This design comes from an exercise in tuning for small area and a short achievable clock period on the open sky130 flow, not from production work. In this exercise RTL edits were held to simulation tests only and were not proved equivalent to the original. No activity file was given, so power comes from the tool's default toggle rates.

==> flow/design.v <==
module DECODER_UNIT (
  input  wire [1:0] ALU_FUN,
  output wire       Arith_Enable,
  output wire       Logic_Enable,
  output wire       CMP_Enable,
  output wire       Shift_Enable
);
  assign Arith_Enable = ALU_FUN == 2'b00;
  assign Logic_Enable = ALU_FUN == 2'b01;
  assign CMP_Enable   = ALU_FUN == 2'b10;
  assign Shift_Enable = ALU_FUN == 2'b11;
endmodule
module ARITHMETIC_UNIT #(parameter K = 11) (
  input  wire [15:0]     A,
  input  wire [15:0]     B,
  input  wire [1:0]      ALU_FUN,
  input  wire            Arith_Enable,
  input  wire            Sub,
  input  wire [15:16-K]  QH,
  input  wire [K-1:0]    RH,
  output wire [15:0]     S,
  output wire            C16,
  output wire [31:0]     Arith_OUT,
  output wire            Carry_OUT
);
  ADDSUB U_addsub (.A(A), .B(B), .Sub(Sub), .S(S), .C16(C16));
  wire [31:0] p;
  MUL16 U_mul (.A(A), .B(B), .P(p));
  wire [15:0] q;
  assign q[15:16-K] = QH;
  DIV_TAIL #(.K(K)) U_div_tail (.A(A[15-K:0]), .B(B), .RH(RH), .Q(q[15-K:0]));
  wire [15:0] lo = ALU_FUN[1] ? (ALU_FUN[0] ? q : p[15:0]) : S;
  wire [15:0] hi = ALU_FUN[1] ? (ALU_FUN[0] ? 16'b0 : p[31:16])
                              : {16{ALU_FUN[0] & ~C16}};
  assign Arith_OUT = Arith_Enable ? {hi, lo} : 32'b0;
  assign Carry_OUT = Arith_Enable & (ALU_FUN == 2'b00) & C16;
endmodule
module ADDSUB (
  input  wire [15:0] A,
  input  wire [15:0] B,
  input  wire        Sub,
  output wire [15:0] S,
  output wire        C16
);
  wire [16:0] c;
  wire [15:0] bx = B ^ {16{Sub}};
  assign c[0] = Sub;
  genvar j;
  generate for (j = 0; j < 16; j = j + 1) begin : g
    assign S[j]   = A[j] ^ bx[j] ^ c[j];
    assign c[j+1] = (A[j] & bx[j]) | (c[j] & (A[j] ^ bx[j]));
  end endgenerate
  assign C16 = c[16];
endmodule
module DIV_STEP #(parameter W = 1) (
  input  wire [W-1:0] T,
  input  wire [W-1:0] BL,
  input  wire         BHZ,
  output wire         Q,
  output wire [W-1:0] R
);
  wire [W:0]   c;
  wire [W-1:0] d;
  assign c[0] = 1'b1;
  genvar j;
  generate for (j = 0; j < W; j = j + 1) begin : g
    wire nb = ~BL[j];
    assign d[j]   = T[j] ^ nb ^ c[j];
    assign c[j+1] = (T[j] & nb) | (c[j] & (T[j] ^ nb));
  end endgenerate
  assign Q = BHZ & c[W];
  assign R = Q ? d : T;
endmodule
module DIV_LAST (
  input  wire [15:0] T,
  input  wire [15:0] B,
  output wire        Q
);
  wire [16:0] c;
  assign c[0] = 1'b1;
  genvar j;
  generate for (j = 0; j < 16; j = j + 1) begin : g
    wire nb = ~B[j];
    assign c[j+1] = (T[j] & nb) | (c[j] & (T[j] ^ nb));
  end endgenerate
  assign Q = c[16];
endmodule
module DIV_HEAD #(parameter K = 11) (
  input  wire [15:0]    A,
  input  wire [15:0]    B,
  output wire [15:16-K] Q,
  output wire [K-1:0]   R
);
  wire [16:1] nz;
  assign nz[16] = 1'b0;
  genvar w;
  generate
    for (w = 15; w >= 1; w = w - 1) begin : o
      assign nz[w] = nz[w+1] | B[w];
    end
    for (w = 1; w <= K; w = w + 1) begin : st
      wire [w-1:0] t;
      wire [w-1:0] r;
      if (w == 1) begin : f
        assign t = A[15];
      end else begin : n
        assign t = {st[w-1].r, A[16-w]};
      end
      DIV_STEP #(.W(w)) u (.T(t), .BL(B[w-1:0]), .BHZ(~nz[w]), .Q(Q[16-w]), .R(r));
    end
  endgenerate
  assign R = st[K].r;
endmodule
module DIV_TAIL #(parameter K = 11) (
  input  wire [15-K:0] A,
  input  wire [15:0]   B,
  input  wire [K-1:0]  RH,
  output wire [15-K:0] Q
);
  wire [16:1] nz;
  assign nz[16] = 1'b0;
  genvar w;
  generate
    for (w = 15; w >= 1; w = w - 1) begin : o
      assign nz[w] = nz[w+1] | B[w];
    end
    for (w = K + 1; w <= 15; w = w + 1) begin : st
      wire [w-1:0] t;
      wire [w-1:0] r;
      if (w == K + 1) begin : f
        assign t = {RH, A[16-w]};
      end else begin : n
        assign t = {st[w-1].r, A[16-w]};
      end
      DIV_STEP #(.W(w)) u (.T(t), .BL(B[w-1:0]), .BHZ(~nz[w]), .Q(Q[16-w]), .R(r));
    end
  endgenerate
  DIV_LAST u_last (.T({st[15].r, A[0]}), .B(B), .Q(Q[0]));
endmodule
module MUL16 (
  input  wire [15:0] A,
  input  wire [15:0] B,
  output wire [31:0] P
);
  wire x1_0;
  wire x2_0;
  wire ng_0;
  wire pp1;
  wire pp2;
  wire pp3;
  wire pp4;
  wire pp5;
  wire pp6;
  wire pp7;
  wire pp8;
  wire pp9;
  wire pp10;
  wire pp11;
  wire pp12;
  wire pp13;
  wire pp14;
  wire pp15;
  wire pp16;
  wire pp17;
  wire sn18;
  wire x1_1;
  wire x2_1;
  wire ng_1;
  wire pp19;
  wire pp20;
  wire pp21;
  wire pp22;
  wire pp23;
  wire pp24;
  wire pp25;
  wire pp26;
  wire pp27;
  wire pp28;
  wire pp29;
  wire pp30;
  wire pp31;
  wire pp32;
  wire pp33;
  wire pp34;
  wire pp35;
  wire sn36;
  wire x1_2;
  wire x2_2;
  wire ng_2;
  wire pp37;
  wire pp38;
  wire pp39;
  wire pp40;
  wire pp41;
  wire pp42;
  wire pp43;
  wire pp44;
  wire pp45;
  wire pp46;
  wire pp47;
  wire pp48;
  wire pp49;
  wire pp50;
  wire pp51;
  wire pp52;
  wire pp53;
  wire sn54;
  wire x1_3;
  wire x2_3;
  wire ng_3;
  wire pp55;
  wire pp56;
  wire pp57;
  wire pp58;
  wire pp59;
  wire pp60;
  wire pp61;
  wire pp62;
  wire pp63;
  wire pp64;
  wire pp65;
  wire pp66;
  wire pp67;
  wire pp68;
  wire pp69;
  wire pp70;
  wire pp71;
  wire sn72;
  wire x1_4;
  wire x2_4;
  wire ng_4;
  wire pp73;
  wire pp74;
  wire pp75;
  wire pp76;
  wire pp77;
  wire pp78;
  wire pp79;
  wire pp80;
  wire pp81;
  wire pp82;
  wire pp83;
  wire pp84;
  wire pp85;
  wire pp86;
  wire pp87;
  wire pp88;
  wire pp89;
  wire sn90;
  wire x1_5;
  wire x2_5;
  wire ng_5;
  wire pp91;
  wire pp92;
  wire pp93;
  wire pp94;
  wire pp95;
  wire pp96;
  wire pp97;
  wire pp98;
  wire pp99;
  wire pp100;
  wire pp101;
  wire pp102;
  wire pp103;
  wire pp104;
  wire pp105;
  wire pp106;
  wire pp107;
  wire sn108;
  wire x1_6;
  wire x2_6;
  wire ng_6;
  wire pp109;
  wire pp110;
  wire pp111;
  wire pp112;
  wire pp113;
  wire pp114;
  wire pp115;
  wire pp116;
  wire pp117;
  wire pp118;
  wire pp119;
  wire pp120;
  wire pp121;
  wire pp122;
  wire pp123;
  wire pp124;
  wire pp125;
  wire sn126;
  wire x1_7;
  wire x2_7;
  wire ng_7;
  wire pp127;
  wire pp128;
  wire pp129;
  wire pp130;
  wire pp131;
  wire pp132;
  wire pp133;
  wire pp134;
  wire pp135;
  wire pp136;
  wire pp137;
  wire pp138;
  wire pp139;
  wire pp140;
  wire pp141;
  wire pp142;
  wire pp143;
  wire sn144;
  wire pr145;
  wire pr146;
  wire pr147;
  wire pr148;
  wire pr149;
  wire pr150;
  wire pr151;
  wire pr152;
  wire pr153;
  wire pr154;
  wire pr155;
  wire pr156;
  wire pr157;
  wire pr158;
  wire pr159;
  wire pr160;
  wire s161;
  wire c162;
  wire s163;
  wire c164;
  wire s165;
  wire c166;
  wire s167;
  wire c168;
  wire s169;
  wire c170;
  wire s171;
  wire c172;
  wire s173;
  wire c174;
  wire s175;
  wire c176;
  wire s177;
  wire c178;
  wire s179;
  wire c180;
  wire s181;
  wire c182;
  wire s183;
  wire c184;
  wire s185;
  wire c186;
  wire s187;
  wire c188;
  wire s189;
  wire c190;
  wire s191;
  wire c192;
  wire s193;
  wire c194;
  wire s195;
  wire c196;
  wire s197;
  wire c198;
  wire s199;
  wire c200;
  wire s201;
  wire c202;
  wire s203;
  wire c204;
  wire s205;
  wire c206;
  wire s207;
  wire c208;
  wire s209;
  wire c210;
  wire s211;
  wire c212;
  wire s213;
  wire c214;
  wire s215;
  wire c216;
  wire s217;
  wire c218;
  wire s219;
  wire c220;
  wire s221;
  wire c222;
  wire s223;
  wire c224;
  wire s225;
  wire c226;
  wire s227;
  wire c228;
  wire s229;
  wire c230;
  wire s231;
  wire c232;
  wire s233;
  wire c234;
  wire s235;
  wire c236;
  wire s237;
  wire c238;
  wire s239;
  wire c240;
  wire s241;
  wire c242;
  wire s243;
  wire c244;
  wire s245;
  wire c246;
  wire s247;
  wire c248;
  wire s249;
  wire c250;
  wire s251;
  wire c252;
  wire s253;
  wire c254;
  wire s255;
  wire c256;
  wire s257;
  wire c258;
  wire s259;
  wire c260;
  wire s261;
  wire c262;
  wire s263;
  wire c264;
  wire s265;
  wire c266;
  wire s267;
  wire c268;
  wire s269;
  wire c270;
  wire s271;
  wire c272;
  wire s273;
  wire c274;
  wire s275;
  wire c276;
  wire s277;
  wire c278;
  wire s279;
  wire c280;
  wire s281;
  wire c282;
  wire s283;
  wire c284;
  wire s285;
  wire c286;
  wire s287;
  wire c288;
  wire s289;
  wire c290;
  wire s291;
  wire c292;
  wire s293;
  wire c294;
  wire s295;
  wire c296;
  wire s297;
  wire c298;
  wire s299;
  wire c300;
  wire s301;
  wire c302;
  wire s303;
  wire c304;
  wire s305;
  wire c306;
  wire s307;
  wire c308;
  wire s309;
  wire c310;
  wire s311;
  wire c312;
  wire s313;
  wire c314;
  wire s315;
  wire c316;
  wire s317;
  wire c318;
  wire s319;
  wire c320;
  wire s321;
  wire c322;
  wire s323;
  wire c324;
  wire s325;
  wire c326;
  wire s327;
  wire c328;
  wire s329;
  wire c330;
  wire s331;
  wire c332;
  wire s333;
  wire c334;
  wire s335;
  wire c336;
  wire s337;
  wire c338;
  wire s339;
  wire c340;
  wire s341;
  wire c342;
  wire s343;
  wire c344;
  wire s345;
  wire c346;
  wire s347;
  wire c348;
  wire s349;
  wire c350;
  wire s351;
  wire c352;
  wire s353;
  wire c354;
  wire s355;
  wire c356;
  wire s357;
  wire c358;
  wire s359;
  wire c360;
  wire s361;
  wire c362;
  wire s363;
  wire c364;
  wire s365;
  wire c366;
  wire s367;
  wire c368;
  wire s369;
  wire c370;
  wire s371;
  wire c372;
  wire s373;
  wire c374;
  wire s375;
  wire c376;
  wire s377;
  wire c378;
  wire s379;
  wire c380;
  wire s381;
  wire c382;
  wire s383;
  wire c384;
  wire s385;
  wire c386;
  wire s387;
  wire c388;
  wire s389;
  wire c390;
  wire s391;
  wire c392;
  wire s393;
  wire c394;
  wire s395;
  wire c396;
  wire s397;
  wire c398;
  wire s399;
  wire c400;
  wire s401;
  wire c402;
  wire s403;
  wire c404;
  wire s405;
  wire c406;
  wire s407;
  wire c408;
  wire s409;
  wire c410;
  wire s411;
  wire c412;
  wire s413;
  wire c414;
  wire s415;
  wire c416;
  wire s417;
  wire c418;
  wire s419;
  wire c420;
  wire s421;
  wire c422;
  wire s423;
  wire c424;
  wire s425;
  wire c426;
  wire s427;
  wire c428;
  wire f429;
  wire fc430;
  wire f431;
  wire fc432;
  wire f433;
  wire fc434;
  wire f435;
  wire fc436;
  wire f437;
  wire fc438;
  wire f439;
  wire fc440;
  wire f441;
  wire fc442;
  wire f443;
  wire fc444;
  wire f445;
  wire fc446;
  wire f447;
  wire fc448;
  wire f449;
  wire fc450;
  wire f451;
  wire fc452;
  wire f453;
  wire fc454;
  wire f455;
  wire fc456;
  wire f457;
  wire fc458;
  wire f459;
  wire fc460;
  wire f461;
  wire fc462;
  wire f463;
  wire fc464;
  wire f465;
  wire fc466;
  wire f467;
  wire fc468;
  wire f469;
  wire fc470;
  wire f471;
  wire fc472;
  wire f473;
  wire fc474;
  wire f475;
  wire fc476;
  wire f477;
  wire fc478;
  wire f479;
  wire fc480;
  wire f481;
  wire fc482;
  wire f483;
  wire fc484;
  wire f485;
  wire fc486;
  wire f487;
  wire fc488;
  wire f489;
  wire fc490;
  wire f491;
  wire fc492;
  assign x1_0 = B[0] ^ 1'b0;
  assign x2_0 = (B[1] & ~B[0] & ~1'b0) | (~B[1] & B[0] & 1'b0);
  assign ng_0 = B[1];
  assign pp1 = ((x1_0 & A[0])) ^ ng_0;
  assign pp2 = ((x1_0 & A[1]) | (x2_0 & A[0])) ^ ng_0;
  assign pp3 = ((x1_0 & A[2]) | (x2_0 & A[1])) ^ ng_0;
  assign pp4 = ((x1_0 & A[3]) | (x2_0 & A[2])) ^ ng_0;
  assign pp5 = ((x1_0 & A[4]) | (x2_0 & A[3])) ^ ng_0;
  assign pp6 = ((x1_0 & A[5]) | (x2_0 & A[4])) ^ ng_0;
  assign pp7 = ((x1_0 & A[6]) | (x2_0 & A[5])) ^ ng_0;
  assign pp8 = ((x1_0 & A[7]) | (x2_0 & A[6])) ^ ng_0;
  assign pp9 = ((x1_0 & A[8]) | (x2_0 & A[7])) ^ ng_0;
  assign pp10 = ((x1_0 & A[9]) | (x2_0 & A[8])) ^ ng_0;
  assign pp11 = ((x1_0 & A[10]) | (x2_0 & A[9])) ^ ng_0;
  assign pp12 = ((x1_0 & A[11]) | (x2_0 & A[10])) ^ ng_0;
  assign pp13 = ((x1_0 & A[12]) | (x2_0 & A[11])) ^ ng_0;
  assign pp14 = ((x1_0 & A[13]) | (x2_0 & A[12])) ^ ng_0;
  assign pp15 = ((x1_0 & A[14]) | (x2_0 & A[13])) ^ ng_0;
  assign pp16 = ((x1_0 & A[15]) | (x2_0 & A[14])) ^ ng_0;
  assign pp17 = ((x2_0 & A[15])) ^ ng_0;
  assign sn18 = ~ng_0;
  assign x1_1 = B[2] ^ B[1];
  assign x2_1 = (B[3] & ~B[2] & ~B[1]) | (~B[3] & B[2] & B[1]);
  assign ng_1 = B[3];
  assign pp19 = ((x1_1 & A[0])) ^ ng_1;
  assign pp20 = ((x1_1 & A[1]) | (x2_1 & A[0])) ^ ng_1;
  assign pp21 = ((x1_1 & A[2]) | (x2_1 & A[1])) ^ ng_1;
  assign pp22 = ((x1_1 & A[3]) | (x2_1 & A[2])) ^ ng_1;
  assign pp23 = ((x1_1 & A[4]) | (x2_1 & A[3])) ^ ng_1;
  assign pp24 = ((x1_1 & A[5]) | (x2_1 & A[4])) ^ ng_1;
  assign pp25 = ((x1_1 & A[6]) | (x2_1 & A[5])) ^ ng_1;
  assign pp26 = ((x1_1 & A[7]) | (x2_1 & A[6])) ^ ng_1;
  assign pp27 = ((x1_1 & A[8]) | (x2_1 & A[7])) ^ ng_1;
  assign pp28 = ((x1_1 & A[9]) | (x2_1 & A[8])) ^ ng_1;
  assign pp29 = ((x1_1 & A[10]) | (x2_1 & A[9])) ^ ng_1;
  assign pp30 = ((x1_1 & A[11]) | (x2_1 & A[10])) ^ ng_1;
  assign pp31 = ((x1_1 & A[12]) | (x2_1 & A[11])) ^ ng_1;
  assign pp32 = ((x1_1 & A[13]) | (x2_1 & A[12])) ^ ng_1;
  assign pp33 = ((x1_1 & A[14]) | (x2_1 & A[13])) ^ ng_1;
  assign pp34 = ((x1_1 & A[15]) | (x2_1 & A[14])) ^ ng_1;
  assign pp35 = ((x2_1 & A[15])) ^ ng_1;
  assign sn36 = ~ng_1;
  assign x1_2 = B[4] ^ B[3];
  assign x2_2 = (B[5] & ~B[4] & ~B[3]) | (~B[5] & B[4] & B[3]);
  assign ng_2 = B[5];
  assign pp37 = ((x1_2 & A[0])) ^ ng_2;
  assign pp38 = ((x1_2 & A[1]) | (x2_2 & A[0])) ^ ng_2;
  assign pp39 = ((x1_2 & A[2]) | (x2_2 & A[1])) ^ ng_2;
  assign pp40 = ((x1_2 & A[3]) | (x2_2 & A[2])) ^ ng_2;
  assign pp41 = ((x1_2 & A[4]) | (x2_2 & A[3])) ^ ng_2;
  assign pp42 = ((x1_2 & A[5]) | (x2_2 & A[4])) ^ ng_2;
  assign pp43 = ((x1_2 & A[6]) | (x2_2 & A[5])) ^ ng_2;
  assign pp44 = ((x1_2 & A[7]) | (x2_2 & A[6])) ^ ng_2;
  assign pp45 = ((x1_2 & A[8]) | (x2_2 & A[7])) ^ ng_2;
  assign pp46 = ((x1_2 & A[9]) | (x2_2 & A[8])) ^ ng_2;
  assign pp47 = ((x1_2 & A[10]) | (x2_2 & A[9])) ^ ng_2;
  assign pp48 = ((x1_2 & A[11]) | (x2_2 & A[10])) ^ ng_2;
  assign pp49 = ((x1_2 & A[12]) | (x2_2 & A[11])) ^ ng_2;
  assign pp50 = ((x1_2 & A[13]) | (x2_2 & A[12])) ^ ng_2;
  assign pp51 = ((x1_2 & A[14]) | (x2_2 & A[13])) ^ ng_2;
  assign pp52 = ((x1_2 & A[15]) | (x2_2 & A[14])) ^ ng_2;
  assign pp53 = ((x2_2 & A[15])) ^ ng_2;
  assign sn54 = ~ng_2;
  assign x1_3 = B[6] ^ B[5];
  assign x2_3 = (B[7] & ~B[6] & ~B[5]) | (~B[7] & B[6] & B[5]);
  assign ng_3 = B[7];
  assign pp55 = ((x1_3 & A[0])) ^ ng_3;
  assign pp56 = ((x1_3 & A[1]) | (x2_3 & A[0])) ^ ng_3;
  assign pp57 = ((x1_3 & A[2]) | (x2_3 & A[1])) ^ ng_3;
  assign pp58 = ((x1_3 & A[3]) | (x2_3 & A[2])) ^ ng_3;
  assign pp59 = ((x1_3 & A[4]) | (x2_3 & A[3])) ^ ng_3;
  assign pp60 = ((x1_3 & A[5]) | (x2_3 & A[4])) ^ ng_3;
  assign pp61 = ((x1_3 & A[6]) | (x2_3 & A[5])) ^ ng_3;
  assign pp62 = ((x1_3 & A[7]) | (x2_3 & A[6])) ^ ng_3;
  assign pp63 = ((x1_3 & A[8]) | (x2_3 & A[7])) ^ ng_3;
  assign pp64 = ((x1_3 & A[9]) | (x2_3 & A[8])) ^ ng_3;
  assign pp65 = ((x1_3 & A[10]) | (x2_3 & A[9])) ^ ng_3;
  assign pp66 = ((x1_3 & A[11]) | (x2_3 & A[10])) ^ ng_3;
  assign pp67 = ((x1_3 & A[12]) | (x2_3 & A[11])) ^ ng_3;
  assign pp68 = ((x1_3 & A[13]) | (x2_3 & A[12])) ^ ng_3;
  assign pp69 = ((x1_3 & A[14]) | (x2_3 & A[13])) ^ ng_3;
  assign pp70 = ((x1_3 & A[15]) | (x2_3 & A[14])) ^ ng_3;
  assign pp71 = ((x2_3 & A[15])) ^ ng_3;
  assign sn72 = ~ng_3;
  assign x1_4 = B[8] ^ B[7];
  assign x2_4 = (B[9] & ~B[8] & ~B[7]) | (~B[9] & B[8] & B[7]);
  assign ng_4 = B[9];
  assign pp73 = ((x1_4 & A[0])) ^ ng_4;
  assign pp74 = ((x1_4 & A[1]) | (x2_4 & A[0])) ^ ng_4;
  assign pp75 = ((x1_4 & A[2]) | (x2_4 & A[1])) ^ ng_4;
  assign pp76 = ((x1_4 & A[3]) | (x2_4 & A[2])) ^ ng_4;
  assign pp77 = ((x1_4 & A[4]) | (x2_4 & A[3])) ^ ng_4;
  assign pp78 = ((x1_4 & A[5]) | (x2_4 & A[4])) ^ ng_4;
  assign pp79 = ((x1_4 & A[6]) | (x2_4 & A[5])) ^ ng_4;
  assign pp80 = ((x1_4 & A[7]) | (x2_4 & A[6])) ^ ng_4;
  assign pp81 = ((x1_4 & A[8]) | (x2_4 & A[7])) ^ ng_4;
  assign pp82 = ((x1_4 & A[9]) | (x2_4 & A[8])) ^ ng_4;
  assign pp83 = ((x1_4 & A[10]) | (x2_4 & A[9])) ^ ng_4;
  assign pp84 = ((x1_4 & A[11]) | (x2_4 & A[10])) ^ ng_4;
  assign pp85 = ((x1_4 & A[12]) | (x2_4 & A[11])) ^ ng_4;
  assign pp86 = ((x1_4 & A[13]) | (x2_4 & A[12])) ^ ng_4;
  assign pp87 = ((x1_4 & A[14]) | (x2_4 & A[13])) ^ ng_4;
  assign pp88 = ((x1_4 & A[15]) | (x2_4 & A[14])) ^ ng_4;
  assign pp89 = ((x2_4 & A[15])) ^ ng_4;
  assign sn90 = ~ng_4;
  assign x1_5 = B[10] ^ B[9];
  assign x2_5 = (B[11] & ~B[10] & ~B[9]) | (~B[11] & B[10] & B[9]);
  assign ng_5 = B[11];
  assign pp91 = ((x1_5 & A[0])) ^ ng_5;
  assign pp92 = ((x1_5 & A[1]) | (x2_5 & A[0])) ^ ng_5;
  assign pp93 = ((x1_5 & A[2]) | (x2_5 & A[1])) ^ ng_5;
  assign pp94 = ((x1_5 & A[3]) | (x2_5 & A[2])) ^ ng_5;
  assign pp95 = ((x1_5 & A[4]) | (x2_5 & A[3])) ^ ng_5;
  assign pp96 = ((x1_5 & A[5]) | (x2_5 & A[4])) ^ ng_5;
  assign pp97 = ((x1_5 & A[6]) | (x2_5 & A[5])) ^ ng_5;
  assign pp98 = ((x1_5 & A[7]) | (x2_5 & A[6])) ^ ng_5;
  assign pp99 = ((x1_5 & A[8]) | (x2_5 & A[7])) ^ ng_5;
  assign pp100 = ((x1_5 & A[9]) | (x2_5 & A[8])) ^ ng_5;
  assign pp101 = ((x1_5 & A[10]) | (x2_5 & A[9])) ^ ng_5;
  assign pp102 = ((x1_5 & A[11]) | (x2_5 & A[10])) ^ ng_5;
  assign pp103 = ((x1_5 & A[12]) | (x2_5 & A[11])) ^ ng_5;
  assign pp104 = ((x1_5 & A[13]) | (x2_5 & A[12])) ^ ng_5;
  assign pp105 = ((x1_5 & A[14]) | (x2_5 & A[13])) ^ ng_5;
  assign pp106 = ((x1_5 & A[15]) | (x2_5 & A[14])) ^ ng_5;
  assign pp107 = ((x2_5 & A[15])) ^ ng_5;
  assign sn108 = ~ng_5;
  assign x1_6 = B[12] ^ B[11];
  assign x2_6 = (B[13] & ~B[12] & ~B[11]) | (~B[13] & B[12] & B[11]);
  assign ng_6 = B[13];
  assign pp109 = ((x1_6 & A[0])) ^ ng_6;
  assign pp110 = ((x1_6 & A[1]) | (x2_6 & A[0])) ^ ng_6;
  assign pp111 = ((x1_6 & A[2]) | (x2_6 & A[1])) ^ ng_6;
  assign pp112 = ((x1_6 & A[3]) | (x2_6 & A[2])) ^ ng_6;
  assign pp113 = ((x1_6 & A[4]) | (x2_6 & A[3])) ^ ng_6;
  assign pp114 = ((x1_6 & A[5]) | (x2_6 & A[4])) ^ ng_6;
  assign pp115 = ((x1_6 & A[6]) | (x2_6 & A[5])) ^ ng_6;
  assign pp116 = ((x1_6 & A[7]) | (x2_6 & A[6])) ^ ng_6;
  assign pp117 = ((x1_6 & A[8]) | (x2_6 & A[7])) ^ ng_6;
  assign pp118 = ((x1_6 & A[9]) | (x2_6 & A[8])) ^ ng_6;
  assign pp119 = ((x1_6 & A[10]) | (x2_6 & A[9])) ^ ng_6;
  assign pp120 = ((x1_6 & A[11]) | (x2_6 & A[10])) ^ ng_6;
  assign pp121 = ((x1_6 & A[12]) | (x2_6 & A[11])) ^ ng_6;
  assign pp122 = ((x1_6 & A[13]) | (x2_6 & A[12])) ^ ng_6;
  assign pp123 = ((x1_6 & A[14]) | (x2_6 & A[13])) ^ ng_6;
  assign pp124 = ((x1_6 & A[15]) | (x2_6 & A[14])) ^ ng_6;
  assign pp125 = ((x2_6 & A[15])) ^ ng_6;
  assign sn126 = ~ng_6;
  assign x1_7 = B[14] ^ B[13];
  assign x2_7 = (B[15] & ~B[14] & ~B[13]) | (~B[15] & B[14] & B[13]);
  assign ng_7 = B[15];
  assign pp127 = ((x1_7 & A[0])) ^ ng_7;
  assign pp128 = ((x1_7 & A[1]) | (x2_7 & A[0])) ^ ng_7;
  assign pp129 = ((x1_7 & A[2]) | (x2_7 & A[1])) ^ ng_7;
  assign pp130 = ((x1_7 & A[3]) | (x2_7 & A[2])) ^ ng_7;
  assign pp131 = ((x1_7 & A[4]) | (x2_7 & A[3])) ^ ng_7;
  assign pp132 = ((x1_7 & A[5]) | (x2_7 & A[4])) ^ ng_7;
  assign pp133 = ((x1_7 & A[6]) | (x2_7 & A[5])) ^ ng_7;
  assign pp134 = ((x1_7 & A[7]) | (x2_7 & A[6])) ^ ng_7;
  assign pp135 = ((x1_7 & A[8]) | (x2_7 & A[7])) ^ ng_7;
  assign pp136 = ((x1_7 & A[9]) | (x2_7 & A[8])) ^ ng_7;
  assign pp137 = ((x1_7 & A[10]) | (x2_7 & A[9])) ^ ng_7;
  assign pp138 = ((x1_7 & A[11]) | (x2_7 & A[10])) ^ ng_7;
  assign pp139 = ((x1_7 & A[12]) | (x2_7 & A[11])) ^ ng_7;
  assign pp140 = ((x1_7 & A[13]) | (x2_7 & A[12])) ^ ng_7;
  assign pp141 = ((x1_7 & A[14]) | (x2_7 & A[13])) ^ ng_7;
  assign pp142 = ((x1_7 & A[15]) | (x2_7 & A[14])) ^ ng_7;
  assign pp143 = ((x2_7 & A[15])) ^ ng_7;
  assign sn144 = ~ng_7;
  assign pr145 = B[15] & A[0];
  assign pr146 = B[15] & A[1];
  assign pr147 = B[15] & A[2];
  assign pr148 = B[15] & A[3];
  assign pr149 = B[15] & A[4];
  assign pr150 = B[15] & A[5];
  assign pr151 = B[15] & A[6];
  assign pr152 = B[15] & A[7];
  assign pr153 = B[15] & A[8];
  assign pr154 = B[15] & A[9];
  assign pr155 = B[15] & A[10];
  assign pr156 = B[15] & A[11];
  assign pr157 = B[15] & A[12];
  assign pr158 = B[15] & A[13];
  assign pr159 = B[15] & A[14];
  assign pr160 = B[15] & A[15];
  assign s161 = sn18 ^ pp34;
  assign c162 = sn18 & pp34;
  assign s163 = pp35 ^ pp51;
  assign c164 = pp35 & pp51;
  assign s165 = pp11 ^ pp27;
  assign c166 = pp11 & pp27;
  assign s167 = pp12 ^ pp28;
  assign c168 = pp12 & pp28;
  assign s169 = pp13 ^ pp29 ^ pp45;
  assign c170 = (pp13 & pp29) | (pp45 & (pp13 ^ pp29));
  assign s171 = pp61 ^ pp77;
  assign c172 = pp61 & pp77;
  assign s173 = pp14 ^ pp30 ^ pp46;
  assign c174 = (pp14 & pp30) | (pp46 & (pp14 ^ pp30));
  assign s175 = pp62 ^ pp78;
  assign c176 = pp62 & pp78;
  assign s177 = pp15 ^ pp31 ^ pp47;
  assign c178 = (pp15 & pp31) | (pp47 & (pp15 ^ pp31));
  assign s179 = pp63 ^ pp79 ^ pp95;
  assign c180 = (pp63 & pp79) | (pp95 & (pp63 ^ pp79));
  assign s181 = pp111 ^ pp127;
  assign c182 = pp111 & pp127;
  assign s183 = pp16 ^ pp32 ^ pp48;
  assign c184 = (pp16 & pp32) | (pp48 & (pp16 ^ pp32));
  assign s185 = pp64 ^ pp80 ^ pp96;
  assign c186 = (pp64 & pp80) | (pp96 & (pp64 ^ pp80));
  assign s187 = pp112 ^ pp128;
  assign c188 = pp112 & pp128;
  assign s189 = pp17 ^ pp33 ^ pp49;
  assign c190 = (pp17 & pp33) | (pp49 & (pp17 ^ pp33));
  assign s191 = pp65 ^ pp81 ^ pp97;
  assign c192 = (pp65 & pp81) | (pp97 & (pp65 ^ pp81));
  assign s193 = pp113 ^ pp129 ^ pr145;
  assign c194 = (pp113 & pp129) | (pr145 & (pp113 ^ pp129));
  assign s195 = s161 ^ pp50 ^ pp66;
  assign c196 = (s161 & pp50) | (pp66 & (s161 ^ pp50));
  assign s197 = pp82 ^ pp98 ^ pp114;
  assign c198 = (pp82 & pp98) | (pp114 & (pp82 ^ pp98));
  assign s199 = pp130 ^ pr146 ^ 1'b1;
  assign c200 = (pp130 & pr146) | (1'b1 & (pp130 ^ pr146));
  assign s201 = c162 ^ s163 ^ pp67;
  assign c202 = (c162 & s163) | (pp67 & (c162 ^ s163));
  assign s203 = pp83 ^ pp99 ^ pp115;
  assign c204 = (pp83 & pp99) | (pp115 & (pp83 ^ pp99));
  assign s205 = pp131 ^ pr147 ^ 1'b1;
  assign c206 = (pp131 & pr147) | (1'b1 & (pp131 ^ pr147));
  assign s207 = c164 ^ sn36 ^ pp52;
  assign c208 = (c164 & sn36) | (pp52 & (c164 ^ sn36));
  assign s209 = pp68 ^ pp84 ^ pp100;
  assign c210 = (pp68 & pp84) | (pp100 & (pp68 ^ pp84));
  assign s211 = pp116 ^ pp132 ^ pr148;
  assign c212 = (pp116 & pp132) | (pr148 & (pp116 ^ pp132));
  assign s213 = pp53 ^ pp69 ^ pp85;
  assign c214 = (pp53 & pp69) | (pp85 & (pp53 ^ pp69));
  assign s215 = pp101 ^ pp117 ^ pp133;
  assign c216 = (pp101 & pp117) | (pp133 & (pp101 ^ pp117));
  assign s217 = pr149 ^ 1'b1;
  assign c218 = pr149 & 1'b1;
  assign s219 = sn54 ^ pp70 ^ pp86;
  assign c220 = (sn54 & pp70) | (pp86 & (sn54 ^ pp70));
  assign s221 = pp102 ^ pp118 ^ pp134;
  assign c222 = (pp102 & pp118) | (pp134 & (pp102 ^ pp118));
  assign s223 = pp71 ^ pp87 ^ pp103;
  assign c224 = (pp71 & pp87) | (pp103 & (pp71 ^ pp87));
  assign s225 = pp119 ^ pp135;
  assign c226 = pp119 & pp135;
  assign s227 = sn72 ^ pp88 ^ pp104;
  assign c228 = (sn72 & pp88) | (pp104 & (sn72 ^ pp88));
  assign s229 = pp89 ^ pp105;
  assign c230 = pp89 & pp105;
  assign s231 = pp7 ^ pp23;
  assign c232 = pp7 & pp23;
  assign s233 = pp8 ^ pp24;
  assign c234 = pp8 & pp24;
  assign s235 = pp9 ^ pp25 ^ pp41;
  assign c236 = (pp9 & pp25) | (pp41 & (pp9 ^ pp25));
  assign s237 = pp57 ^ pp73;
  assign c238 = pp57 & pp73;
  assign s239 = pp10 ^ pp26 ^ pp42;
  assign c240 = (pp10 & pp26) | (pp42 & (pp10 ^ pp26));
  assign s241 = pp58 ^ pp74;
  assign c242 = pp58 & pp74;
  assign s243 = s165 ^ pp43 ^ pp59;
  assign c244 = (s165 & pp43) | (pp59 & (s165 ^ pp43));
  assign s245 = pp75 ^ pp91 ^ ng_5;
  assign c246 = (pp75 & pp91) | (ng_5 & (pp75 ^ pp91));
  assign s247 = c166 ^ s167 ^ pp44;
  assign c248 = (c166 & s167) | (pp44 & (c166 ^ s167));
  assign s249 = pp60 ^ pp76 ^ pp92;
  assign c250 = (pp60 & pp76) | (pp92 & (pp60 ^ pp76));
  assign s251 = c168 ^ s169 ^ s171;
  assign c252 = (c168 & s169) | (s171 & (c168 ^ s169));
  assign s253 = pp93 ^ pp109 ^ ng_6;
  assign c254 = (pp93 & pp109) | (ng_6 & (pp93 ^ pp109));
  assign s255 = c170 ^ c172 ^ s173;
  assign c256 = (c170 & c172) | (s173 & (c170 ^ c172));
  assign s257 = s175 ^ pp94 ^ pp110;
  assign c258 = (s175 & pp94) | (pp110 & (s175 ^ pp94));
  assign s259 = c174 ^ c176 ^ s177;
  assign c260 = (c174 & c176) | (s177 & (c174 ^ c176));
  assign s261 = s179 ^ s181 ^ ng_7;
  assign c262 = (s179 & s181) | (ng_7 & (s179 ^ s181));
  assign s263 = c178 ^ c180 ^ c182;
  assign c264 = (c178 & c180) | (c182 & (c178 ^ c180));
  assign s265 = s183 ^ s185 ^ s187;
  assign c266 = (s183 & s185) | (s187 & (s183 ^ s185));
  assign s267 = c184 ^ c186 ^ c188;
  assign c268 = (c184 & c186) | (c188 & (c184 ^ c186));
  assign s269 = s189 ^ s191 ^ s193;
  assign c270 = (s189 & s191) | (s193 & (s189 ^ s191));
  assign s271 = c190 ^ c192 ^ c194;
  assign c272 = (c190 & c192) | (c194 & (c190 ^ c192));
  assign s273 = s195 ^ s197 ^ s199;
  assign c274 = (s195 & s197) | (s199 & (s195 ^ s197));
  assign s275 = c196 ^ c198 ^ c200;
  assign c276 = (c196 & c198) | (c200 & (c196 ^ c198));
  assign s277 = s201 ^ s203 ^ s205;
  assign c278 = (s201 & s203) | (s205 & (s201 ^ s203));
  assign s279 = c202 ^ c204 ^ c206;
  assign c280 = (c202 & c204) | (c206 & (c202 ^ c204));
  assign s281 = s207 ^ s209 ^ s211;
  assign c282 = (s207 & s209) | (s211 & (s207 ^ s209));
  assign s283 = c208 ^ c210 ^ c212;
  assign c284 = (c208 & c210) | (c212 & (c208 ^ c210));
  assign s285 = s213 ^ s215 ^ s217;
  assign c286 = (s213 & s215) | (s217 & (s213 ^ s215));
  assign s287 = c214 ^ c216 ^ c218;
  assign c288 = (c214 & c216) | (c218 & (c214 ^ c216));
  assign s289 = s219 ^ s221 ^ pr150;
  assign c290 = (s219 & s221) | (pr150 & (s219 ^ s221));
  assign s291 = c220 ^ c222 ^ s223;
  assign c292 = (c220 & c222) | (s223 & (c220 ^ c222));
  assign s293 = s225 ^ pr151 ^ 1'b1;
  assign c294 = (s225 & pr151) | (1'b1 & (s225 ^ pr151));
  assign s295 = c224 ^ c226 ^ s227;
  assign c296 = (c224 & c226) | (s227 & (c224 ^ c226));
  assign s297 = pp120 ^ pp136 ^ pr152;
  assign c298 = (pp120 & pp136) | (pr152 & (pp120 ^ pp136));
  assign s299 = c228 ^ s229 ^ pp121;
  assign c300 = (c228 & s229) | (pp121 & (c228 ^ s229));
  assign s301 = pp137 ^ pr153 ^ 1'b1;
  assign c302 = (pp137 & pr153) | (1'b1 & (pp137 ^ pr153));
  assign s303 = c230 ^ sn90 ^ pp106;
  assign c304 = (c230 & sn90) | (pp106 & (c230 ^ sn90));
  assign s305 = pp122 ^ pp138 ^ pr154;
  assign c306 = (pp122 & pp138) | (pr154 & (pp122 ^ pp138));
  assign s307 = pp107 ^ pp123 ^ pp139;
  assign c308 = (pp107 & pp123) | (pp139 & (pp107 ^ pp123));
  assign s309 = pr155 ^ 1'b1;
  assign c310 = pr155 & 1'b1;
  assign s311 = sn108 ^ pp124 ^ pp140;
  assign c312 = (sn108 & pp124) | (pp140 & (sn108 ^ pp124));
  assign s313 = pp125 ^ pp141;
  assign c314 = pp125 & pp141;
  assign s315 = pp5 ^ pp21;
  assign c316 = pp5 & pp21;
  assign s317 = pp6 ^ pp22;
  assign c318 = pp6 & pp22;
  assign s319 = s231 ^ pp39 ^ pp55;
  assign c320 = (s231 & pp39) | (pp55 & (s231 ^ pp39));
  assign s321 = c232 ^ s233 ^ pp40;
  assign c322 = (c232 & s233) | (pp40 & (c232 ^ s233));
  assign s323 = c234 ^ s235 ^ s237;
  assign c324 = (c234 & s235) | (s237 & (c234 ^ s235));
  assign s325 = c236 ^ c238 ^ s239;
  assign c326 = (c236 & c238) | (s239 & (c236 ^ c238));
  assign s327 = c240 ^ c242 ^ s243;
  assign c328 = (c240 & c242) | (s243 & (c240 ^ c242));
  assign s329 = c244 ^ c246 ^ s247;
  assign c330 = (c244 & c246) | (s247 & (c244 ^ c246));
  assign s331 = c248 ^ c250 ^ s251;
  assign c332 = (c248 & c250) | (s251 & (c248 ^ c250));
  assign s333 = c252 ^ c254 ^ s255;
  assign c334 = (c252 & c254) | (s255 & (c252 ^ c254));
  assign s335 = c256 ^ c258 ^ s259;
  assign c336 = (c256 & c258) | (s259 & (c256 ^ c258));
  assign s337 = c260 ^ c262 ^ s263;
  assign c338 = (c260 & c262) | (s263 & (c260 ^ c262));
  assign s339 = c264 ^ c266 ^ s267;
  assign c340 = (c264 & c266) | (s267 & (c264 ^ c266));
  assign s341 = c268 ^ c270 ^ s271;
  assign c342 = (c268 & c270) | (s271 & (c268 ^ c270));
  assign s343 = c272 ^ c274 ^ s275;
  assign c344 = (c272 & c274) | (s275 & (c272 ^ c274));
  assign s345 = c276 ^ c278 ^ s279;
  assign c346 = (c276 & c278) | (s279 & (c276 ^ c278));
  assign s347 = c280 ^ c282 ^ s283;
  assign c348 = (c280 & c282) | (s283 & (c280 ^ c282));
  assign s349 = c284 ^ c286 ^ s287;
  assign c350 = (c284 & c286) | (s287 & (c284 ^ c286));
  assign s351 = c288 ^ c290 ^ s291;
  assign c352 = (c288 & c290) | (s291 & (c288 ^ c290));
  assign s353 = c292 ^ c294 ^ s295;
  assign c354 = (c292 & c294) | (s295 & (c292 ^ c294));
  assign s355 = c296 ^ c298 ^ s299;
  assign c356 = (c296 & c298) | (s299 & (c296 ^ c298));
  assign s357 = c300 ^ c302 ^ s303;
  assign c358 = (c300 & c302) | (s303 & (c300 ^ c302));
  assign s359 = c304 ^ c306 ^ s307;
  assign c360 = (c304 & c306) | (s307 & (c304 ^ c306));
  assign s361 = c308 ^ c310 ^ s311;
  assign c362 = (c308 & c310) | (s311 & (c308 ^ c310));
  assign s363 = c312 ^ s313 ^ pr157;
  assign c364 = (c312 & s313) | (pr157 & (c312 ^ s313));
  assign s365 = c314 ^ sn126 ^ pp142;
  assign c366 = (c314 & sn126) | (pp142 & (c314 ^ sn126));
  assign s367 = pp143 ^ pr159;
  assign c368 = pp143 & pr159;
  assign s369 = pp3 ^ pp19;
  assign c370 = pp3 & pp19;
  assign s371 = pp4 ^ pp20;
  assign c372 = pp4 & pp20;
  assign s373 = s315 ^ pp37 ^ ng_2;
  assign c374 = (s315 & pp37) | (ng_2 & (s315 ^ pp37));
  assign s375 = c316 ^ s317 ^ pp38;
  assign c376 = (c316 & s317) | (pp38 & (c316 ^ s317));
  assign s377 = c318 ^ s319 ^ ng_3;
  assign c378 = (c318 & s319) | (ng_3 & (c318 ^ s319));
  assign s379 = c320 ^ s321 ^ pp56;
  assign c380 = (c320 & s321) | (pp56 & (c320 ^ s321));
  assign s381 = c322 ^ s323 ^ ng_4;
  assign c382 = (c322 & s323) | (ng_4 & (c322 ^ s323));
  assign s383 = c324 ^ s325 ^ s241;
  assign c384 = (c324 & s325) | (s241 & (c324 ^ s325));
  assign s385 = c326 ^ s327 ^ s245;
  assign c386 = (c326 & s327) | (s245 & (c326 ^ s327));
  assign s387 = c328 ^ s329 ^ s249;
  assign c388 = (c328 & s329) | (s249 & (c328 ^ s329));
  assign s389 = c330 ^ s331 ^ s253;
  assign c390 = (c330 & s331) | (s253 & (c330 ^ s331));
  assign s391 = c332 ^ s333 ^ s257;
  assign c392 = (c332 & s333) | (s257 & (c332 ^ s333));
  assign s393 = c334 ^ s335 ^ s261;
  assign c394 = (c334 & s335) | (s261 & (c334 ^ s335));
  assign s395 = c336 ^ s337 ^ s265;
  assign c396 = (c336 & s337) | (s265 & (c336 ^ s337));
  assign s397 = c338 ^ s339 ^ s269;
  assign c398 = (c338 & s339) | (s269 & (c338 ^ s339));
  assign s399 = c340 ^ s341 ^ s273;
  assign c400 = (c340 & s341) | (s273 & (c340 ^ s341));
  assign s401 = c342 ^ s343 ^ s277;
  assign c402 = (c342 & s343) | (s277 & (c342 ^ s343));
  assign s403 = c344 ^ s345 ^ s281;
  assign c404 = (c344 & s345) | (s281 & (c344 ^ s345));
  assign s405 = c346 ^ s347 ^ s285;
  assign c406 = (c346 & s347) | (s285 & (c346 ^ s347));
  assign s407 = c348 ^ s349 ^ s289;
  assign c408 = (c348 & s349) | (s289 & (c348 ^ s349));
  assign s409 = c350 ^ s351 ^ s293;
  assign c410 = (c350 & s351) | (s293 & (c350 ^ s351));
  assign s411 = c352 ^ s353 ^ s297;
  assign c412 = (c352 & s353) | (s297 & (c352 ^ s353));
  assign s413 = c354 ^ s355 ^ s301;
  assign c414 = (c354 & s355) | (s301 & (c354 ^ s355));
  assign s415 = c356 ^ s357 ^ s305;
  assign c416 = (c356 & s357) | (s305 & (c356 ^ s357));
  assign s417 = c358 ^ s359 ^ s309;
  assign c418 = (c358 & s359) | (s309 & (c358 ^ s359));
  assign s419 = c360 ^ s361 ^ pr156;
  assign c420 = (c360 & s361) | (pr156 & (c360 ^ s361));
  assign s421 = c362 ^ s363 ^ 1'b1;
  assign c422 = (c362 & s363) | (1'b1 & (c362 ^ s363));
  assign s423 = c364 ^ s365 ^ pr158;
  assign c424 = (c364 & s365) | (pr158 & (c364 ^ s365));
  assign s425 = c366 ^ s367 ^ 1'b1;
  assign c426 = (c366 & s367) | (1'b1 & (c366 ^ s367));
  assign s427 = c368 ^ sn144 ^ pr160;
  assign c428 = (c368 & sn144) | (pr160 & (c368 ^ sn144));
  assign f429 = pp1 ^ ng_0;
  assign fc430 = pp1 & ng_0;
  assign f431 = pp2 ^ fc430;
  assign fc432 = pp2 & fc430;
  assign f433 = s369 ^ ng_1 ^ fc432;
  assign fc434 = (s369 & ng_1) | (fc432 & (s369 ^ ng_1));
  assign f435 = c370 ^ s371 ^ fc434;
  assign fc436 = (c370 & s371) | (fc434 & (c370 ^ s371));
  assign f437 = c372 ^ s373 ^ fc436;
  assign fc438 = (c372 & s373) | (fc436 & (c372 ^ s373));
  assign f439 = c374 ^ s375 ^ fc438;
  assign fc440 = (c374 & s375) | (fc438 & (c374 ^ s375));
  assign f441 = c376 ^ s377 ^ fc440;
  assign fc442 = (c376 & s377) | (fc440 & (c376 ^ s377));
  assign f443 = c378 ^ s379 ^ fc442;
  assign fc444 = (c378 & s379) | (fc442 & (c378 ^ s379));
  assign f445 = c380 ^ s381 ^ fc444;
  assign fc446 = (c380 & s381) | (fc444 & (c380 ^ s381));
  assign f447 = c382 ^ s383 ^ fc446;
  assign fc448 = (c382 & s383) | (fc446 & (c382 ^ s383));
  assign f449 = c384 ^ s385 ^ fc448;
  assign fc450 = (c384 & s385) | (fc448 & (c384 ^ s385));
  assign f451 = c386 ^ s387 ^ fc450;
  assign fc452 = (c386 & s387) | (fc450 & (c386 ^ s387));
  assign f453 = c388 ^ s389 ^ fc452;
  assign fc454 = (c388 & s389) | (fc452 & (c388 ^ s389));
  assign f455 = c390 ^ s391 ^ fc454;
  assign fc456 = (c390 & s391) | (fc454 & (c390 ^ s391));
  assign f457 = c392 ^ s393 ^ fc456;
  assign fc458 = (c392 & s393) | (fc456 & (c392 ^ s393));
  assign f459 = c394 ^ s395 ^ fc458;
  assign fc460 = (c394 & s395) | (fc458 & (c394 ^ s395));
  assign f461 = c396 ^ s397 ^ fc460;
  assign fc462 = (c396 & s397) | (fc460 & (c396 ^ s397));
  assign f463 = c398 ^ s399 ^ fc462;
  assign fc464 = (c398 & s399) | (fc462 & (c398 ^ s399));
  assign f465 = c400 ^ s401 ^ fc464;
  assign fc466 = (c400 & s401) | (fc464 & (c400 ^ s401));
  assign f467 = c402 ^ s403 ^ fc466;
  assign fc468 = (c402 & s403) | (fc466 & (c402 ^ s403));
  assign f469 = c404 ^ s405 ^ fc468;
  assign fc470 = (c404 & s405) | (fc468 & (c404 ^ s405));
  assign f471 = c406 ^ s407 ^ fc470;
  assign fc472 = (c406 & s407) | (fc470 & (c406 ^ s407));
  assign f473 = c408 ^ s409 ^ fc472;
  assign fc474 = (c408 & s409) | (fc472 & (c408 ^ s409));
  assign f475 = c410 ^ s411 ^ fc474;
  assign fc476 = (c410 & s411) | (fc474 & (c410 ^ s411));
  assign f477 = c412 ^ s413 ^ fc476;
  assign fc478 = (c412 & s413) | (fc476 & (c412 ^ s413));
  assign f479 = c414 ^ s415 ^ fc478;
  assign fc480 = (c414 & s415) | (fc478 & (c414 ^ s415));
  assign f481 = c416 ^ s417 ^ fc480;
  assign fc482 = (c416 & s417) | (fc480 & (c416 ^ s417));
  assign f483 = c418 ^ s419 ^ fc482;
  assign fc484 = (c418 & s419) | (fc482 & (c418 ^ s419));
  assign f485 = c420 ^ s421 ^ fc484;
  assign fc486 = (c420 & s421) | (fc484 & (c420 ^ s421));
  assign f487 = c422 ^ s423 ^ fc486;
  assign fc488 = (c422 & s423) | (fc486 & (c422 ^ s423));
  assign f489 = c424 ^ s425 ^ fc488;
  assign fc490 = (c424 & s425) | (fc488 & (c424 ^ s425));
  assign f491 = c426 ^ s427 ^ fc490;
  assign fc492 = (c426 & s427) | (fc490 & (c426 ^ s427));
  assign P[0] = f429;
  assign P[1] = f431;
  assign P[2] = f433;
  assign P[3] = f435;
  assign P[4] = f437;
  assign P[5] = f439;
  assign P[6] = f441;
  assign P[7] = f443;
  assign P[8] = f445;
  assign P[9] = f447;
  assign P[10] = f449;
  assign P[11] = f451;
  assign P[12] = f453;
  assign P[13] = f455;
  assign P[14] = f457;
  assign P[15] = f459;
  assign P[16] = f461;
  assign P[17] = f463;
  assign P[18] = f465;
  assign P[19] = f467;
  assign P[20] = f469;
  assign P[21] = f471;
  assign P[22] = f473;
  assign P[23] = f475;
  assign P[24] = f477;
  assign P[25] = f479;
  assign P[26] = f481;
  assign P[27] = f483;
  assign P[28] = f485;
  assign P[29] = f487;
  assign P[30] = f489;
  assign P[31] = f491;
endmodule
module LOGIC_UNIT (
  input  wire [15:0] a,
  input  wire [15:0] b,
  input  wire [1:0]  ALU_FUN,
  input  wire        Logic_Enable,
  output wire [15:0] Logic_OUT
);
  wire [15:0] r = (ALU_FUN[0] ? (a | b) : (a & b)) ^ {16{ALU_FUN[1]}};
  assign Logic_OUT = Logic_Enable ? r : 16'b0;
endmodule
module CMP_UNIT (
  input  wire [15:0] S,
  input  wire        C16,
  input  wire [1:0]  ALU_FUN,
  input  wire        CMP_Enable,
  output wire [1:0]  CMP_OUT
);
  wire eq = ~|S;
  wire lt = ~C16;
  wire gt = C16 & ~eq;
  assign CMP_OUT[0] = CMP_Enable & ((ALU_FUN == 2'b01 & eq) | (ALU_FUN == 2'b11 & lt));
  assign CMP_OUT[1] = CMP_Enable & ((ALU_FUN == 2'b10 & gt) | (ALU_FUN == 2'b11 & lt));
endmodule
module SHIFT_UNIT (
  input  wire [15:0] A,
  input  wire [15:0] B,
  input  wire [1:0]  ALU_FUN,
  input  wire        Shift_Enable,
  output wire [15:0] Shift_OUT
);
  wire [15:0] x = ALU_FUN[1] ? B : A;
  wire [15:0] r = ALU_FUN[0] ? {x[14:0], 1'b0} : {1'b0, x[15:1]};
  assign Shift_OUT = Shift_Enable ? r : 16'b0;
endmodule
module ALU_TOP (
  input  wire [15:0] A_TOP,
  input  wire [15:0] B_TOP,
  input  wire [3:0]  ALU_FUN_TOP,
  input  wire        CLK_TOP,
  input  wire        RST_TOP,
  output wire [31:0] Arith_OUT_TOP,
  output wire        Carry_OUT_TOP,
  output wire        Arith_Flag_TOP,
  output wire [15:0] Logic_OUT_TOP,
  output wire        Logic_Flag_TOP,
  output wire [1:0]  CMP_OUT_TOP,
  output wire        CMP_Flag_TOP,
  output wire [15:0] Shift_OUT_TOP,
  output wire        Shift_Flag_TOP
);
  localparam DK = 11;             
  reg [15:0] a_r, b_r;
  reg [3:0]  f_r;
  reg [15:16-DK] dq_r;            
  reg [DK-1:0]   dr_r;            
  wire [15:16-DK] dq_d;
  wire [DK-1:0]   dr_d;
  always @(posedge CLK_TOP or negedge RST_TOP)
    if (!RST_TOP) begin
      a_r <= 16'b0;
      b_r <= 16'b0;
      f_r <= 4'b0;
    end else begin
      a_r <= A_TOP;
      b_r <= B_TOP;
      f_r <= ALU_FUN_TOP;
    end
  always @(posedge CLK_TOP) begin
    dq_r <= dq_d;
    dr_r <= dr_d;
  end
  DECODER_UNIT U_decoder_unit (
    .ALU_FUN(ALU_FUN_TOP[3:2]),
    .Arith_Enable(Arith_Flag_TOP),
    .Logic_Enable(Logic_Flag_TOP),
    .CMP_Enable(CMP_Flag_TOP),
    .Shift_Enable(Shift_Flag_TOP)
  );
  DIV_HEAD #(.K(DK)) U_div_head (
    .A(A_TOP), .B(B_TOP), .Q(dq_d), .R(dr_d)
  );
  wire        sub = f_r[0] | f_r[3];
  wire [15:0] s;
  wire        c16;
  ARITHMETIC_UNIT #(.K(DK)) U_arithmetic_unit (
    .A(a_r), .B(b_r), .ALU_FUN(f_r[1:0]), .Arith_Enable(f_r[3:2] == 2'b00),
    .Sub(sub), .QH(dq_r), .RH(dr_r),
    .S(s), .C16(c16),
    .Arith_OUT(Arith_OUT_TOP), .Carry_OUT(Carry_OUT_TOP)
  );
  LOGIC_UNIT U_logic_unit (
    .a(a_r), .b(b_r), .ALU_FUN(f_r[1:0]), .Logic_Enable(f_r[3:2] == 2'b01),
    .Logic_OUT(Logic_OUT_TOP)
  );
  CMP_UNIT U_cmp_unit (
    .S(s), .C16(c16), .ALU_FUN(f_r[1:0]), .CMP_Enable(f_r[3:2] == 2'b10),
    .CMP_OUT(CMP_OUT_TOP)
  );
  SHIFT_UNIT U_shifter_unit (
    .A(a_r), .B(b_r), .ALU_FUN(f_r[1:0]), .Shift_Enable(f_r[3:2] == 2'b11),
    .Shift_OUT(Shift_OUT_TOP)
  );
endmodule
==> flow/run.sh <==
#!/bin/bash
# synth_recipe.tcl (not shown) runs the flow's synth.tcl, then flattens the netlist and writes it again
# the make line also repeats each setting of config.mk as NAME=value (left out here)
make -C /OpenROAD-flow-scripts/flow DESIGN_CONFIG=/design/flow/config.mk WORK_HOME=/design/flow/orfs CLKGATE_MAP_FILE= SYNTH_SCRIPT=/design/flow/synth_recipe.tcl finish
==> flow/config.mk <==
export PLATFORM = sky130hd
export DESIGN_NAME = ALU_TOP
export DESIGN_NICKNAME = ALU_TOP
export VERILOG_FILES = /design/flow/design.v
export SDC_FILE = /design/flow/constraint.sdc
export NUM_CORES = 4
export LEC_CHECK = 0
export ABC_AREA = 1
export CAP_MARGIN = 20
export CORE_MARGIN = 2
export CORE_UTILIZATION = 65
export SLEW_MARGIN = 20
==> flow/constraint.sdc <==
create_clock -name core_clock -period 140.0 [get_ports {CLK_TOP}]
set_input_delay 28.0000 -clock core_clock [delete_from_list [all_inputs] [get_ports {CLK_TOP}]]
set_output_delay 28.0000 -clock core_clock [all_outputs]
set_load 0.01 [all_outputs]
==> impl_metrics.ini, run 1 <==
[floorplanning]
initial_core_util_pct = 66.7
die_area_um2 = 22100
rows = 52
die_w_um = 149
core_area_um2 = 20400
die_h_um = 149
ios = 109

[critical_path]
cp_data_arrival_time_ns = 29.28
crit_chain = clkdlybuf4s50_1, inv_1, nor2_1, clkdlybuf4s50_1
worst_path_largest_cell_delay_ns = 0.55
worstPathRequired_ns = 112.00
worst_path_max_delay_cell = clkdlybuf4s50_1
cp_max_fo = 5
cp_top_family = buffers and inverters
cp_common_cell = clkdlybuf4s50_1
cp.depth = 4
cp-start-kind = primary input
cp-end-kind = output port
path_buf_inv = 3
crit_type = in2out

[synth]
yosys_register_bits = 58
synth_top_area_share_pct = 36.6
ys.flop_type = dfrtp_1
synth_edf_count = 0
synth.most_common_cell = fa_1
synth_warnings = 1
syn_nets = 1919
avgSynthCellArea_um2 = 8.70
synth.distinct_cells = 49
synthArstFlopShare_pct = 62.1
ys_seq_area_share_pct = 9.84
yosys-top-cells-count = fa_1 (249), nand2_1 (247), inv_1 (175)
synth_top_area_cell = fa_1
synth_area_um2 = 13600
yosys-top-cells-area = fa_1 (37%), xor2_1 (9.8%), nand2_1 (6.8%)
synth_cells = 1566

[pwr]
power.density_nw_per_um2 = 13.8
irDropWorstVdd_v = 0.0000217
clkPwrFrac_pct = 10.5
power_switching_w = 0.000101
swShare_pct = 48.4
p_seq_share_pct = 9.2
intPower_w = 0.000108
p_comb_share_pct = 80.3
cellLeakagePower_nw = 6.85

[route]
antenna_left = 0
avgRoutedWirePerCell_um = 22.0
dr.pass1.iters = 5
num_vias = 11900
drtIter0Drc = 1281
via_per_inst = 6.28
totalWireLength_um = 41700
drc = 0

[grt]
grtUsageMet3_pct = 9.14
grt_use_met2_pct = 59.7
overflow = 0
grt.busiest_layer = met2
first_global_vias = 12200
grt_pass1_wl_um = 66200
antenna_found_initial = 0
gr-usage-met1_pct = 53.8
grtUsageTotal_pct = 39.3
grt_max_degree = 56

[sta]
slew_violations = 0
tns_ns = 0
worst_pin_slew_ns = 1.02
hold_viol = 0
period_share_pct = 40.9
rsz0062_at_grt = no
setup_violations = 0
timing.fmax_mhz = 17.5
relSlewSlack_pct = 31.5
fin_crit_ns = 57.28

[final_layout]
fillCellCount = 1602
diodes = 0
areaGrowthSynthToFinish_pct = 11.5
finalCoreUtilization_pct = 74.3
final_nets = 1976
drive_above_1_share_pct = 6.63

[clock_network]
post_cts_buffers = 0
hold_buffers = 0
numClockSinks = 58
h-tree-depth = 3
cts.clk_slew.worst_paths_ns = 0.06
cts_tree = yes
root_buffer = clkbuf_16
clock_path_buffers = 2
cts_resized = 0
numCtsBuffers = 9

[placed_design]
hpwlAfterDp_um = 31600
io_buffers = 108
gp_congestion = 0.987

[run_status]
status = no timing/DRC/antenna violations

[worst_hold_path]
hold_class = in2async

[run]
cap_violations = 0
-- through the flow --
step | power (W) | setup slack, ns | instances | cell area (µm²) | hold slack, ns
global placement | 0.000185 | 82.79 | 1882 | 14900 | 28.18
global route | 0.000235 | 82.51 | 1898 | 15200 | 27.87
floorplan | 0.000134 | 83.82 | 1566 | 13600 | 27.70
detailed placement | 0.000187 | 82.72 | 1882 | 14900 | 28.18
finish | 0.000209 | 82.72 | 1898 | 15200 | 27.82
CTS | 0.000212 | 82.73 | 1898 | 15200 | 27.83
-- metal layers --
layer | routed length (µm) | vias to the layer above
met3 | 4760 | 156
met5 | 0 | -
met4 | 2270 | 0
met2 | 18600 | 792
met1 | 16100 | 5767
li1 | - | 5198
-- power by group through the flow --
stage / Combinational [W] / Sequential, W / Clock [W]
finish: 0.000168 / 0.0000192 / 0.0000221
global route: 0.000193 / 0.0000193 / 0.0000230
CTS: 0.000171 / 0.0000191 / 0.0000222
detailed placement: 0.000168 / 0.0000195 / 0
global placement: 0.000165 / 0.0000194 / 0
floorplan: 0.000116 / 0.0000187 / 0
-- placed cells by master (no fill, tap or decap), types with 22 or more instances in the layout --
cell,n
fa_1,249
a21oi_1,47
nor2_1,100
clkdlybuf4s50_1,107
o22ai_1,141
nand2_1,247
inv_1,175
xor2_1,153
mux2i_1,28
dfrtp_1,35
o21ai_0,66
ha_1,66
dfxtp_1,22
-- sequential cells by signal (all words and copies together), names as in the netlist --
name and cells:
a_r 16, b_r 16, dq_r 11, dr_r 11, f_r 4
-- kinds of logic after synthesis --
family	synth area share, %
flops	9.84
fa+ha+maj	42.6
mux	2.24
buf+inv	7.90
compound gates	13.0
xor+xnor	10.0
simple gates	14.4
-- cell type report --
type                    count  area (µm²)  share of cell area [%]
clock inverters             7        70.1                   0.461
inverters                 202         761                    5.01
well taps                 270         338                    2.22
flip-flops and latches     58        1340                    8.84
clock buffers               9         225                    1.48
repair buffers            129        1230                    8.12
multi-input cells        1223       11200                    73.9
-- worst max path at each step --
stage / endpoint / slack, ns / startpoint
2_1_floorplan: CMP_Flag_TOP / 83.82 / ALU_FUN_TOP[3]
3_3_place_gp: CMP_Flag_TOP / 82.79 / ALU_FUN_TOP[3]
3_5_place_dp: Logic_Flag_TOP / 82.72 / ALU_FUN_TOP[2]
4_1_cts: Logic_Flag_TOP / 82.73 / ALU_FUN_TOP[2]
5_1_grt: dr_r[4]$_DFF_P_ / 82.51 / B_TOP[4]
6_report: Logic_Flag_TOP / 82.72 / ALU_FUN_TOP[2]
==> inputs of run 2 (changes only) <==
--- a/flow/config.mk
+++ b/flow/config.mk
@@ -9,4 +9,4 @@
 export CAP_MARGIN = 20
 export CORE_MARGIN = 2
-export CORE_UTILIZATION = 65
+export CORE_UTILIZATION = 40
 export SLEW_MARGIN = 20
==> impl_metrics.ini, run 2 <==
[sta]
setup_violations = 0
rsz0062_at_grt = no
fin_crit_ns = 57.26
timing.fmax_mhz = 17.5
fin_ws_ns = 82.74
period_share_pct = 40.9
tns_ns = 0
slew_violations = 0
hold_viol = 0
worst_pin_slew_ns = 1.00
relSlewSlack_pct = 33.0

[synth]
synth_top_area_share_pct = 36.6
synth.distinct_cells = 49
yosys_register_bits = 58
ys.flop_type = dfrtp_1
yosys-top-cells-area = fa_1 (37%), xor2_1 (9.8%), nand2_1 (6.8%)
ys_seq_area_share_pct = 9.84
avgSynthCellArea_um2 = 8.70
yosys-top-cells-count = fa_1 (249), nand2_1 (247), inv_1 (175)
synth_top_area_cell = fa_1
synthArstFlopShare_pct = 62.1
synth.most_common_cell = fa_1
synth_area_um2 = 13600
synth_edf_count = 0
synth_cells = 1566
synth_warnings = 1
syn_nets = 1919

[route]
antenna_left = 0
via_per_inst = 5.48
wl_met1_um = 17300
dr.pass1.iters = 5
avgRoutedWirePerCell_um = 19.8
drtIter0Drc = 1008
drc = 0
totalWireLength_um = 41100
num_vias = 11400
wl_met3_um = 3890
top_layer_used = met4
route.met2.wl_um = 18400

[placed_design]
dp_slack_ns = 82.73
hpwlAfterDp_um = 32600
gp_congestion = 0.910
io_buffers = 108

[critical_path]
cp_max_fo = 5
crit_path_end = CMP_Flag_TOP
crit_type = in2out
cp_data_arrival_time_ns = 29.26
worstPathRequired_ns = 112.00
critical_path.startpoint = ALU_FUN_TOP[3]
cp-end-kind = output port
cp-start-kind = primary input

[final_layout]
fillCellCount = 3279
drive_above_1_share_pct = 6.86
reg.largest.list = a_r x16, b_r x16
areaGrowthSynthToFinish_pct = 13.5
final_nets = 1980
final_cell_mix = fa_1 (249), nand2_1 (247), inv_1 (175), xor2_1 (153), o22ai_1 (141)
final_common_cell = fa_1
diodes = 0

[floorplanning]
die_h_um = 189
die_w_um = 189
die_area_um2 = 35600
initial_core_util_pct = 40.6
ios = 109
rows = 67
core_area_um2 = 33500

[worst_hold_path]
hold_class = in2async

[clock_network]
post_cts_buffers = 0
cts_resized = 0
clock_path_buffers = 2
hold_buffers = 0
numCtsBuffers = 9
numClockSinks = 58
h-tree-depth = 3
cts.clk_slew.worst_paths_ns = 0.05
cts_tree = yes
root_buffer = clkbuf_16

[grt]
overflow = 0
grt_max_degree = 56
first_global_vias = 11600
grtUsageTotal_pct = 24.0
antenna_found_initial = 0
grt_pass1_wl_um = 66000

[pwr]
power.density_nw_per_um2 = 12.9
irDropWorstVdd_v = 0.0000137
cellLeakagePower_nw = 6.88

[run_status]
status = no timing/DRC/antenna violations

[run]
cap_violations = 0
[run 2: cell counts after synthesis]
No cell type changed its count.
[run 2: final cells by class]
cell class	instances	area, µm²	share of cell area, %
Timing Repair Buffer	133	1260	8.17
Clock buffer	11	243	1.57
Tap cell	448	561	3.62
Clock inverter	5	78.8	0.510
Inverter	202	761	4.92
Sequential cell	58	1340	8.68
Multi-Input combinational cell	1223	11200	72.5
[run 2: per-stage QoR]
stage	util [%]	hold WS (ns)	area, µm²	power [W]	std cells
3_5_place_dp	45.2	28.17	15100	0.000181	2064
3_3_place_gp	45.2	28.16	15100	0.000180	2064
2_1_floorplan	-	27.70	13600	0.000134	1566
6_report	46.1	27.80	15500	0.000199	2080
5_1_grt	46.1	27.87	15500	0.000231	2080
4_1_cts	46.1	27.82	15500	0.000206	2080
[run 2: worst max-delay path, stage by stage]
cell and delay (ns):
clkdlybuf4s50_1 0.56, inv_1 0.07, nor2_1 0.09, clkdlybuf4s50_1 0.54
[run 2: cells by family (layout without fill, tap and decap cells)]
group | count (synthesis) | count (layout) | share of synthesized area [%]
AOI/OAI and AO/OA | 292 | 292 | 13.0
xor gates and xnor gates | 156 | 156 | 10.0
adders and majority gates | 315 | 315 | 42.6
buffers and inverters | 285 | 351 | 7.90
DFF | 58 | 58 | 9.84
muxes | 30 | 30 | 2.24
and+or+nand+nor | 430 | 430 | 14.4
[run 2: per-layer routing]
layer | GRT usage (%) | vias to the layer above
li1 | - | 5198
met4 | 9.25 | 0
met2 | 36.7 | 506
met5 | 0 | -
met3 | 5.29 | 77
met1 | 33.3 | 5607
[run 2: report_power, final]
part           internal (W)  switching [W]
Clock             0.0000160     0.00000763
Combinational     0.0000725      0.0000842
Sequential        0.0000174     0.00000164
[run 2: worst min path at each step]
stage / depth (start not counted) / end / slack (ns) / start
after floorplan: 0 / a_r[0]$_DFF_PN0_ / 27.70 / RST_TOP
after detailed placement: 1 / b_r[7]$_DFF_PN0_ / 28.17 / RST_TOP
after global routing: 1 / b_r[13]$_DFF_PN0_ / 27.87 / RST_TOP
after global placement: 1 / b_r[7]$_DFF_PN0_ / 28.16 / RST_TOP
final: 1 / b_r[7]$_DFF_PN0_ / 27.80 / RST_TOP
after CTS: 1 / b_r[14]$_DFF_PN0_ / 27.82 / RST_TOP

what the ideal ports hide:
The results above use ideal ports. As a check the final layouts listed here were re-extracted and re-timed, cells and wires unchanged. Step 1 sets driving cells, clkbuf_16 on the clock port and buf_2 on the other inputs (assumed; they add their load-dependent delay and slew). Step 2, shift: input delay + t, output delay - t, t = (earliest + latest rising clock arrival at the registers) / 2. This alone moves slack from input paths to output paths. Three values: no drivers, after step 1, after step 2; two values: the first two.
run | t, ns | setup WS [ns] | worst setup path after step 2 | worst register clock-pin slew, ns | cell pins on the clock port's net
run 1 | 0.377 | 82.724 / 82.703 / 82.703 | input to output | 0.06 / 0.06 | 1
run 2 | 0.354 | 82.741 / 82.709 / 82.709 | input to output | 0.06 / 0.06 | 1
After both steps every run listed still meets setup and hold. For run 2, which loses most, drivers alone change the setup slack by -0.032 ns; drivers and shift together by -0.032 ns.
